From an optimization exercise on the open Yosys and OpenROAD flow, aimed at small area, a short achievable clock period and few clock cycles per item; shortcuts taken in it are not production practice. Function was checked by simulation only, so behaviour that the tests miss may differ from the original.

Design dnn_relu_fix12, start of the top module:
module dnn_relu_fix12
     (input     logic                       clk,
      input     logic                       rst,
      input     logic                       start,
      input     logic                       reset,
      input     logic   signed      [11:0]  mem_data,
      output    logic   unsigned    [15:0]  mem_addr,
      output    logic                       done,
      output    logic               [119:0] out);
    localparam logic [15:0] BASE_W2 = 16'd10426;
    localparam logic [2:0] M_IDLE  = 3'd0,
                           M_L1A   = 3'd1,
                           M_L1W   = 3'd2,
                           M_BIAS  = 3'd3,
                           M_L2    = 3'd4,
                           M_FLUSH = 3'd5,
                           M_DONE  = 3'd6;
    function automatic logic signed [11:0] f_add(input logic signed [11:0] a,
                                                 input logic signed [11:0] b);
        logic signed [12:0] s;
        s = a + b;
        if (s < -13'sd2047)     f_add = -12'sd2047;
        else if (s > 13'sd2047) f_add = 12'sd2047;
        else                    f_add = s[11:0];
    endfunction
    function automatic logic [11:0] f_hid(input logic [11:0] v);
  ...
==> flow/config.mk <==
export PLATFORM = sky130hd
export DESIGN_NAME = dnn_relu_fix12
export DESIGN_NICKNAME = dnn_relu_fix12
export VERILOG_FILES = /design/flow/design.v
export SDC_FILE = /design/flow/constraint.sdc
export NUM_CORES = 4
export LEC_CHECK = 0
export CAP_MARGIN = 20
export CORE_MARGIN = 2
export CORE_UTILIZATION = 70
export CTS_CLUSTER_DIAMETER = 100
export CTS_CLUSTER_SIZE = 24
export SLEW_MARGIN = 20
==> flow/constraint.sdc <==
create_clock -name core_clock -period 14.0 [get_ports {clk}]
set_input_delay 2.8000 -clock core_clock [delete_from_list [all_inputs] [get_ports {clk}]]
set_output_delay 2.8000 -clock core_clock [all_outputs]
set_load 0.01 [all_outputs]
standard.sh (not shown) runs the stock make flow with config.mk's settings and CLKGATE_MAP_FILE= SYNTH_SCRIPT=/design/flow/synth_recipe.tcl, a recipe that flattens the netlist after the stock synthesis.
==> flow/flow/run.sh <==
#!/bin/bash
set -euo pipefail
export BUFFER_PORTS_ARGS="-buffer_cell sky130_fd_sc_hd__buf_2"
export CTS_ARGS="-sink_clustering_enable -repair_clock_nets -sink_clustering_size 24 -sink_clustering_max_diameter 100 -dont_use_dummy_load"
bash standard.sh finish > flow_make.log 2>&1
The starting point completed without violations.
Testbench counts at the start, summed over its fixed seeds: cycles 146,938, items 48.
Change:
--- a/flow/design.v
+++ b/flow/design.v
@@ -586,20 +586,22 @@
     endfunction
     logic [2:0]  mode;
     logic [8:0]  n;         
     logic [13:0] wrow;      
     logic [4:0]  wcnt;      
     logic [4:0]  ph;        
+    logic [4:0]  jn;        
     logic        clr;       
     logic [3:0]  kcnt;      
     logic [15:0] ma_q;      
     logic        start_q, reset_q;
     logic        wv_d, wv_m, wv_p;             
     logic        bv_d;                         
     logic        l2v_d, l2v_m, l2v_p;          
     logic        l2l_d, l2l_m, l2l_p;          
+    logic        fin_d, fin_m, fin_p;          
     logic signed [11:0] d_q;     
     logic signed [11:0] na;      
     logic signed [11:0] cur_a;   
     logic signed [11:0] p_q;     
     logic [24:0][11:0]  ring;
     logic [9:0][10:0]   ob;
@@ -608,13 +610,13 @@
     always_comb begin : OUTW
         integer q;
         for (q = 0; q < 10; q = q + 1) out[12*q +: 12] = {1'b0, ob[q]};
     end
     wire        pend   = (n != 9'd0) && (na != 12'sd0);
     wire [4:0]  ph_inc = (ph == 5'd24) ? 5'd0 : ph + 5'd1;
-    wire [4:0]  jn     = (ph >= 5'd21) ? ph - 5'd21 : ph + 5'd4;
+    wire [4:0]  jn_inc = (jn == 5'd24) ? 5'd0 : jn + 5'd1;
     wire [15:0] waddr  = {2'b00, wrow} + {11'd0, jn};
     always_ff @(posedge clk or posedge rst) begin : CTRL
         if (rst) begin
             mode  <= M_IDLE;
             done  <= 1'b0;
             start_q <= 1'b0;
@@ -626,12 +628,15 @@
             l2v_d <= 1'b0;
             l2v_m <= 1'b0;
             l2v_p <= 1'b0;
             l2l_d <= 1'b0;
             l2l_m <= 1'b0;
             l2l_p <= 1'b0;
+            fin_d <= 1'b0;
+            fin_m <= 1'b0;
+            fin_p <= 1'b0;
         end else begin
             start_q <= start;
             reset_q <= reset;
             if (reset) done <= 1'b0;
             wv_d  <= (mode == M_L1W);
             wv_m  <= wv_d;
@@ -640,20 +645,23 @@
             l2v_d <= (mode == M_L2);
             l2v_m <= l2v_d;
             l2v_p <= l2v_m;
             l2l_d <= (mode == M_L2) && (ph == 5'd24);
             l2l_m <= l2l_d;
             l2l_p <= l2l_m;
+            fin_d <= (mode == M_L2) && (ph == 5'd24) && (kcnt == 4'd9);
+            fin_m <= fin_d;
+            fin_p <= fin_m;
             case (mode)
                 M_IDLE:  if (start_q) mode <= M_L1A;
                 M_L1A:   if (pend) mode <= M_L1W;
                          else if (n == 9'd401) mode <= M_BIAS;
                 M_L1W:   if (wcnt == 5'd24) mode <= (n == 9'd401) ? M_BIAS : M_L1A;
                 M_BIAS:  if (wcnt >= 5'd9 && ph == 5'd24) mode <= M_L2;
                 M_L2:    if (ph == 5'd24 && kcnt == 4'd9) mode <= M_FLUSH;
-                M_FLUSH: if (l2l_p) begin
+                M_FLUSH: if (fin_p) begin
                              mode <= M_DONE;
                              done <= 1'b1;
                          end
                 M_DONE:  if (reset_q) mode <= M_IDLE;
                 default: mode <= M_IDLE;
             endcase
@@ -678,18 +686,20 @@
             default: ;
         endcase
     end
     always_ff @(posedge clk) begin : CNT
         ma_q <= a_next;
         ph <= ph_inc;
+        jn <= jn_inc;
         if (ph == 5'd24) clr <= 1'b0;
         case (mode)
             M_IDLE: begin
                 n      <= 9'd0;
                 wrow   <= 14'd376;
                 ph     <= 5'd0;
+                jn     <= 5'd4;
                 clr    <= 1'b1;
             end
             M_L1A: begin
                 wcnt <= 5'd0;
                 if (!pend && n != 9'd401) begin
                     n      <= n + 9'd1;
Effect: Setup slack got worse by 0.0032 ns. Cell count came out lower by 0.53%. Via count grows by 0.30%. Routed wire length decreases by 1.1%. Worst hold slack hardly moves.
Testbench counts after the change, summed over its fixed seeds: cycles 146,938, items 48.

---

the reference run:
dnn_relu_fix12, a different RTL version from the one above (not shown whole).
For scale: ~1700 cells after synthesis, ~560 flip-flops, ~150 I/O pins.
Design dnn_relu_fix12, start of the top module:
module dnn_relu_fix12
     (input     logic                       clk,
      input     logic                       rst,
      input     logic                       start,
      input     logic                       reset,
      input     logic   signed      [11:0]  mem_data,
      output    logic   unsigned    [15:0]  mem_addr,
      output    logic                       done,
      output    logic               [119:0] out);
export LEC_CHECK = 0
export CAP_MARGIN = 20
export CORE_MARGIN = 2
export CORE_UTILIZATION = 70
export CTS_CLUSTER_DIAMETER = 100
export CTS_CLUSTER_SIZE = 24
export SLEW_MARGIN = 20
create_clock -name core_clock -period 14.0 [get_ports {clk}]
Scripts as last shown in full above: flow/flow/run.sh
Testbench counts of the reference run, summed over its fixed seeds: cycles 146,314, items 48.
Input-level comparison between the trial run and the reference run:
diff --git a/flow/design.v b/flow/design.v
--- a/flow/design.v
+++ b/flow/design.v
@@ -579,16 +579,17 @@
     logic        clr;       
     logic [3:0]  kcnt;      
     logic [15:0] ma_q;      
     logic        start_q, reset_q;
     logic        wv_d, wv_m, wv_p;             
     logic        bv_d;                         
     logic        l2v_d, l2v_m, l2v_p;          
     logic        l2l_d, l2l_m, l2l_p;          
+    logic        acc_l2;                       
     logic signed [11:0] d_q;     
     logic signed [11:0] na;      
     logic signed [11:0] cur_a;   
     logic signed [11:0] p_q;     
     logic [24:0][11:0]  ring;
     logic [9:0][10:0]   ob;
     logic               ob_s;
     assign mem_addr = ma_q;
@@ -651,16 +652,17 @@
         wv_p  <= wv_m;
         bv_d  <= (mode == M_BIAS) && (wcnt < 5'd10);
         l2v_d <= (mode == M_L2);
         l2v_m <= l2v_d;
         l2v_p <= l2v_m;
         l2l_d <= (mode == M_L2) && (ph == 5'd24);
         l2l_m <= l2l_d;
         l2l_p <= l2l_m;
+        acc_l2 <= (mode == M_L2) || (mode == M_FLUSH);
     end
     always_ff @(posedge clk) begin : CNT
         ma_q <= a_next;
         ph <= ph_inc;
         if (ph == 5'd12) clr <= 1'b0;
         case (mode)
             M_IDLE: begin
                 n      <= 9'd0;
@@ -1088,17 +1090,17 @@
     wire t246 = t217 ^ t185 ^ t186;
     wire t247 = (t217 & t185) | (t217 & t186) | (t185 & t186);
     wire [22:0] red_s = {t147, t191, t221, t219, t247, t245, t243, t241, t239, t237, t235, t233, t231, t229, t227, t225, t223, t222, t192, t148, t90, t0, pp0};
     wire [22:0] red_c = {pp143, t146, t190, t220, t218, t246, t244, t242, t240, t238, t236, t234, t232, t230, t228, t226, t224, 1'b0, 1'b0, 1'b0, 1'b0, 1'b0, 1'b0};
     logic [22:0] m_a, m_b;
     wire  [22:0] m_sum = m_a + m_b;
     wire signed [11:0] head     = ring[0];
     wire signed [11:0] head_eff = clr ? 12'sd0 : head;
-    wire signed [11:0] acc_op   = l2v_p ? {ob_s, ob[0]} : head_eff;
+    wire signed [11:0] acc_op   = acc_l2 ? {ob_s, ob[0]} : head_eff;
     wire signed [12:0] acc_raw  = {acc_op[11], acc_op} + {p_q[11], p_q};
     wire signed [11:0] acc_sat  = (acc_raw < -13'sd2047) ? -12'sd2047 :
                                   (acc_raw > 13'sd2047)  ? 12'sd2047 : acc_raw[11:0];
     wire        [10:0] ob_res   = acc_raw[12] ? 11'd0 :
                                   (acc_raw[11:7] != 5'd0) ? 11'd2047 : {acc_raw[6:0], 4'b0};
     always_ff @(posedge clk) begin : DP
         d_q <= mem_data;
         if (mode == M_L1A) na <= mem_data;
==> comparison <==
- As far as clock-buffer cell count goes, the reference run and the trial run are indistinguishable; the numbers are identical.
- The trial run: global-route wire length before repair 880 um above the reference run
- The core utilization was comparable across the reference run and the trial run.
- Count of filler cells inserted in the layout essentially unchanged between the trial run and the reference run.
- The final reports for the trial run and the reference run show largest net degree at the start of global routing lower in the former.
- Any difference in proportion of register bits with asynchronous set or reset after synthesis between the reference run and the trial run is small enough to ignore.
- In the tables for the reference run and the trial run, fmax reads lower with the trial run.
- Compared to the reference run, the trial run has clock period minus worst slack 0.083 ns higher.
- Minimum hold slack: the trial run vs the reference run, no meaningful difference
Testbench counts of the trial run, summed over its fixed seeds: cycles 146,314, items 48.

afterwards: timing with drivers on the ports:
In the flow no input, the clock included, has a driving cell. The finished layouts below were timed again as built, in two steps. Step 1 sets driving cells, clkbuf_16 on the clock port and buf_2 on the other inputs (assumed; they add their load-dependent delay and slew). Step 2 moves the port delays by t, midway between the first and last clock arrival at a register: inputs arrive t later, outputs are due t later. That takes back most of the time a late clock gives input paths. a / b / c = ideal ports / drivers / drivers and shift; a / b = the first two.
run	shift t [ns]	setup WS [ns]	worst hold slack (ns)	latest minus earliest clock arrival (ns)
the first run of note 1	0.607	9.962 / 9.908 / 10.309	0.291 / 0.291 / 0.291	0.053 / 0.053
the second run of note 1	0.621	9.959 / 9.904 / 10.361	0.293 / 0.293 / 0.293	0.057 / 0.057
the reference run	0.609	9.577 / 9.577 / 9.577	0.312 / 0.312 / 0.312	0.055 / 0.055
the trial run	0.613	9.494 / 9.494 / 9.494	0.312 / 0.312 / 0.312	0.043 / 0.044
After both steps setup and hold are still met in every run listed.
